Source: an optimization exercise on an open RTL-to-GDS flow (aim: small area, a short achievable clock period and few clock cycles per item). Production flows keep margins and buffers that such runs may drop. In this exercise RTL edits were held to simulation tests only and were not proved equivalent to the original.

==> inputs of wip/delta <==
==> flow/design.v (excerpt) <==
module arctan_top(
	input             clk,
	input             rst,
	input             in_valid,
	output            in_ready,
	input      [31:0] inx,
	input      [31:0] iny,
	output reg        out_valid,
	output reg [31:0] out
);
make LEC_CHECK=0 CAP_MARGIN=20 CORE_MARGIN=2 CORE_UTILIZATION=40 CTS_BUF_LIST=sky130_fd_sc_hd__clkbuf_8 CTS_CLUSTER_DIAMETER=84 CTS_CLUSTER_SIZE=14 SLEW_MARGIN=20 SYNTH_HIERARCHICAL=1 SYNTH_MINIMUM_KEEP_SIZE=0 finish   # period 200.0 ns
run.sh (not shown) runs the stock make flow with config.mk's settings and CLKGATE_MAP_FILE= SYNTH_SCRIPT=/design/flow/synth_recipe.tcl, a recipe that flattens the netlist after the stock synthesis.
==> inputs of wip/harbor, as changes to wip/delta <==
==> flow/flow/run.sh (new file) <==
#!/bin/bash
# The standard layout (standard.sh), with plain buf_2 cells as the port
# buffers instead of the delay buffer the resizer picks by default.
# make's full output goes to flow_make.log; ORFS keeps each step's log under orfs/logs/.
set -euo pipefail
BUFFER_PORTS_ARGS="-buffer_cell sky130_fd_sc_hd__buf_2" bash standard.sh finish > flow_make.log 2>&1
==> flow/standard.sh (new file) <==
#!/bin/bash
# synth_recipe.tcl (not shown) runs the flow's synth.tcl, then flattens the netlist and writes it again
# the make line also repeats each setting of config.mk as NAME=value (left out here)
make -C /OpenROAD-flow-scripts/flow DESIGN_CONFIG=/design/flow/config.mk WORK_HOME=/design/flow/orfs CLKGATE_MAP_FILE= SYNTH_SCRIPT=/design/flow/synth_recipe.tcl "${@:-finish}"
removed: flow/run.sh
==> results by group <==
Status
  – Outcome: no timing/DRC/antenna violations

Routing
  – Met3 routed wirelength: 2.50 mm

Worst setup path
  – Reg2Reg Launch Point: u_arctan.rx_2[9]$_DFF_P_
  – Cell family with the largest share of critical-path delay: buffers and inverters

Place
  – DP Cell Count: 4923
# the run above: wip/delta

==> results by group <==
Worst setup path
  – Reg2Reg Launch Point: u_arctan.ru_2[0]$_DFF_P_
  – Cell family with the largest share of critical-path delay: flip-flops

Routing
  – Met3 routed wirelength: 3.06 mm

Finish
  – Share of final layout cell area taken by clock buffers and inverters: 0.0170

Place
  – DP Cell Count: 4920

Status
  – Outcome: no timing/DRC/antenna violations
# the run above: wip/harbor

Testbench counts of wip/delta, summed over its fixed seeds: cycles 3,264, items 3,200.
Testbench counts of wip/harbor, summed over its fixed seeds: cycles 3,264, items 3,200.


==> 01-27 <==
Another version of the RTL of arctan_top (not shown whole).
make LEC_CHECK=0 CAP_MARGIN=20 CORE_MARGIN=2 CORE_UTILIZATION=60 CTS_BUF_LIST=sky130_fd_sc_hd__clkbuf_8 SLEW_MARGIN=20 finish   # period 200.0 ns
Stock flow here: none of the scripts above is used.
==> inputs of 06-17, as changes to 01-27 <==
Settings changed: CORE_UTILIZATION 60 to 40, CTS_BUF_LIST sky130_fd_sc_hd__clkbuf_8 to sky130_fd_sc_hd__clkbuf_4.
==> inputs of 01-07, as changes to 01-27 <==
Settings changed: CORE_UTILIZATION 60 to 40, CTS_BUF_LIST sky130_fd_sc_hd__clkbuf_8 to default.
==> qor summary <==
	06-17	01-27	01-07
Die Area	0.204 sq mm	0.137 sq mm	0.204 sq mm
Largest fanout on the critical path	1	33	33
Post-route standard cell area excluding fillers	0.0882 sq mm	0.0874 sq mm	0.0887 sq mm
Worst setup slack before clock tree synthesis	157.61 ns	157.35 ns	157.61 ns
DR iter-0 viols	1,057	1,307	1,034
Logic depth of the worst path, buffers included	1	114	115
Num tapcells	2,656	1,768	2,656
DRT met1 WL	59,900 um	61,600 um	59,900 um
Capturing element type of the critical path	output pin	flop	flop
Fraction of final layout cells with drive strength greater than 1	0.0751	0.0560	0.0437
Total routing resource utilization after global routing	0.153	0.228	0.150
Count of non-filler cells in the finished layout	9,307	8,272	9,038
Final core area utilization	0.442	0.657	0.445
Post-DP HPWL	126,000 um	123,000 um	126,000 um
Status	no timing/DRC/antenna violations	no timing/DRC/antenna violations	no timing/DRC/antenna violations
Transition at the pin with the smallest max-transition slack	1.06 ns	1.01 ns	1.05 ns
Testbench counts of 01-27, summed over its fixed seeds: cycles 3,304, items 3,200.
Testbench counts of 06-17, summed over its fixed seeds: cycles 3,304, items 3,200.
Testbench counts of 01-07, summed over its fixed seeds: cycles 3,304, items 3,200.


==> 05-22 <==
arctan_top, a different RTL version from the one above (not shown whole).
export LEC_CHECK = 0
export CAP_MARGIN = 20
export CORE_MARGIN = 2
export CORE_UTILIZATION = 40
export CTS_BUF_LIST = sky130_fd_sc_hd__clkbuf_8
export CTS_CLUSTER_DIAMETER = 84
export CTS_CLUSTER_SIZE = 14
export SLEW_MARGIN = 20
export SYNTH_HIERARCHICAL = 1
export SYNTH_MINIMUM_KEEP_SIZE = 0
create_clock -name core_clock -period 200.0 [get_ports {clk}]
standard.sh (not shown) runs the stock make flow with config.mk's settings and CLKGATE_MAP_FILE= SYNTH_SCRIPT=/design/flow/synth_recipe.tcl, a recipe that flattens the netlist after the stock synthesis.
==> flow/flow/run.sh <==
#!/bin/bash
# The standard layout (standard.sh), with plain buf_2 cells as the port
# buffers instead of the delay buffer the resizer picks by default.
# make's full output goes to flow_make.log; ORFS keeps each step's log under orfs/logs/.
set -euo pipefail
BUFFER_PORTS_ARGS="-buffer_cell sky130_fd_sc_hd__buf_2" bash standard.sh finish > flow_make.log 2>&1
==> 04-27 (differences from 05-22) <==
==> flow/run.sh (new file) <==
#!/bin/bash
# synth_recipe.tcl (not shown) runs the flow's synth.tcl, then flattens the netlist and writes it again
# the make line also repeats each setting of config.mk as NAME=value (left out here)
make -C /OpenROAD-flow-scripts/flow DESIGN_CONFIG=/design/flow/config.mk WORK_HOME=/design/flow/orfs CLKGATE_MAP_FILE= SYNTH_SCRIPT=/design/flow/synth_recipe.tcl finish
removed: flow/flow/run.sh
removed: flow/standard.sh
==> impl_summary.txt <==
----------------------------------------------------
[Cells and area]
  Final instance count without filler cells ... 4988

[Outcome]
  Status ... no timing/DRC/antenna violations

[STA]
  Period Utilization, post-route ... 0.209

[Drt]
  Routed wire length on met2 ... 44.2 mm

----------------------------------------------------
# the run above: 05-22

==> impl_summary.txt <==
----------------------------------------------------
[Outcome]
  Status ... no timing/DRC/antenna violations

[Worst setup path]
  CP bufs+invs ... 4

[Cells and area]
  Final instance count without filler cells ... between 4000 and 5000
  Largest cell class by area ... multi-input combinational cells

[STA]
  Period Utilization, post-route ... 0.208

----------------------------------------------------
# the run above: 04-27

Testbench counts of 05-22, summed over its fixed seeds: cycles 3,264, items 3,200.
Testbench counts of 04-27, summed over its fixed seeds: cycles 3,264, items 3,200.


==> inputs of build 90 <==
Another version of the RTL of arctan_top (not shown whole).
export LEC_CHECK = 0
export CAP_MARGIN = 20
export CORE_MARGIN = 2
export CORE_UTILIZATION = 40
export CTS_BUF_LIST = sky130_fd_sc_hd__clkbuf_8
export CTS_CLUSTER_DIAMETER = 84
export CTS_CLUSTER_SIZE = 12
export SLEW_MARGIN = 20
export SYNTH_HIERARCHICAL = 1
export SYNTH_MINIMUM_KEEP_SIZE = 0
create_clock -name core_clock -period 200.0 [get_ports {clk}]
==> flow/flow/run.sh <==
#!/bin/bash
# The standard layout (standard.sh), with plain buf_1 cells as the port
# buffers instead of the delay buffer the resizer picks by default.
# make's full output goes to flow_make.log; ORFS keeps each step's log under orfs/logs/.
set -euo pipefail
BUFFER_PORTS_ARGS="-buffer_cell sky130_fd_sc_hd__buf_1" bash standard.sh finish > flow_make.log 2>&1
==> build 18 (differences from build 90) <==
==> flow/flow/run.sh (replaced) <==
#!/bin/bash
# The standard layout (standard.sh), with plain buf_2 cells as the port
# buffers instead of the delay buffer the resizer picks by default.
# make's full output goes to flow_make.log; ORFS keeps each step's log under orfs/logs/.
set -euo pipefail
BUFFER_PORTS_ARGS="-buffer_cell sky130_fd_sc_hd__buf_2" bash standard.sh finish > flow_make.log 2>&1
Settings changed: CTS_CLUSTER_SIZE 12 to 14.
==> trial 76 (differences from build 90) <==
Settings changed: CTS_CLUSTER_DIAMETER 84 to 60, CTS_CLUSTER_SIZE 12 to 14.
==> results.txt <==
| metric | trial 76 | build 90 | build 18 |
|---|---|---|---|
| Run status | no timing/DRC/antenna violations | no timing/DRC/antenna violations | no timing/DRC/antenna violations |
| Ratio of final minimum period to clock period | 0.206 | 0.206 | 0.206 |
| Fill cell count | 10,500 | 10,500 | 10,400 |
| Wire length per cell after detailed routing | 17.0 µm | 17.1 µm | 17.2 µm |
| Syn-to-layout area delta | 7.51% | 7.07% | 7.32% |
| Clk pin slew, worst setup/hold paths | 80 ps | 80 ps | 100 ps |
| Detailed route wirelength on metal2 | 43,100 µm | 43,200 µm | 43,800 µm |
| Plain + repair buffers | 131 | 131 | 129 |
| Fin area | 48,900 µm² | 48,700 µm² | 48,800 µm² |
| Critical path arrival | 1190 ps | 1170 ps | 1120 ps |
| Global router's overall resource usage | 0.159 | 0.159 | 0.160 |
| Number of instances in the placed design | 4,921 | 4,921 | 4,919 |
| Global-route wire length before repair | 144,000 µm | 144,000 µm | 145,000 µm |
| Share of post-route cells with drive strength above 1 | 0.0437 | 0.0390 | 0.0655 |
| Start point of the critical path | out[30] | out[30] | out[29] |
| Clock buffer count in the final layout | 55 | 53 | 45 |
| Vias in the first global route | 26,700 | 26,700 | 27,000 |
Testbench counts of build 90, summed over its fixed seeds: cycles 3,264, items 3,200.
Testbench counts of build 18, summed over its fixed seeds: cycles 3,264, items 3,200.
Testbench counts of trial 76, summed over its fixed seeds: cycles 3,264, items 3,200.

re-timing with driven ports:
How much do the figures lean on ideal ports? The routed layouts below were timed once more, with nothing changed but the port constraints. Step 1 sets driving cells, clkbuf_16 on the clock port and buf_2 on the other inputs (assumed; they add their load-dependent delay and slew). Step 2 times the ports against the registers' clock, not the clock port: input delays grow and output delays shrink by t, the midpoint of the rising clock arrivals with the driver on. Slacks: no drivers / after step 1 / after step 2; pairs: no drivers / after step 1.
run | shift t [ns] | setup slack, ns | worst setup path after step 2 | slew at the worst register clock pin (ns) | worst slew at a driven data input, ns
wip/delta | 0.731 | 158.470 / 158.406 / 159.137 | register to output | 0.10 / 0.10 | 0.04
wip/harbor | 0.724 | 158.866 / 158.801 / 159.122 | register to register | 0.10 / 0.10 | 0.04
01-27 | 0.964 | 157.760 / 157.760 / 157.760 | register to register | 0.07 / 0.07 | 0.05
06-17 | 1.288 | 157.599 / 157.516 / 157.638 | register to register | 0.08 / 0.08 | 0.05
01-07 | 0.783 | 157.636 / 157.636 / 157.636 | register to register | 0.07 / 0.07 | 0.05
05-22 | 0.730 | 158.201 / 158.201 / 158.201 | register to register | 0.10 / 0.10 | 0.04
04-27 | 0.740 | 158.390 / 158.390 / 158.390 | register to register | 0.10 / 0.10 | 0.06
build 90 | 0.744 | 158.832 / 158.763 / 159.130 | register to register | 0.10 / 0.10 | 0.04
build 18 | 0.726 | 158.883 / 158.818 / 159.052 | register to register | 0.10 / 0.10 | 0.04
trial 76 | 0.745 | 158.809 / 158.743 / 159.081 | register to register | 0.09 / 0.09 | 0.03
After both steps every run listed still meets setup and hold.
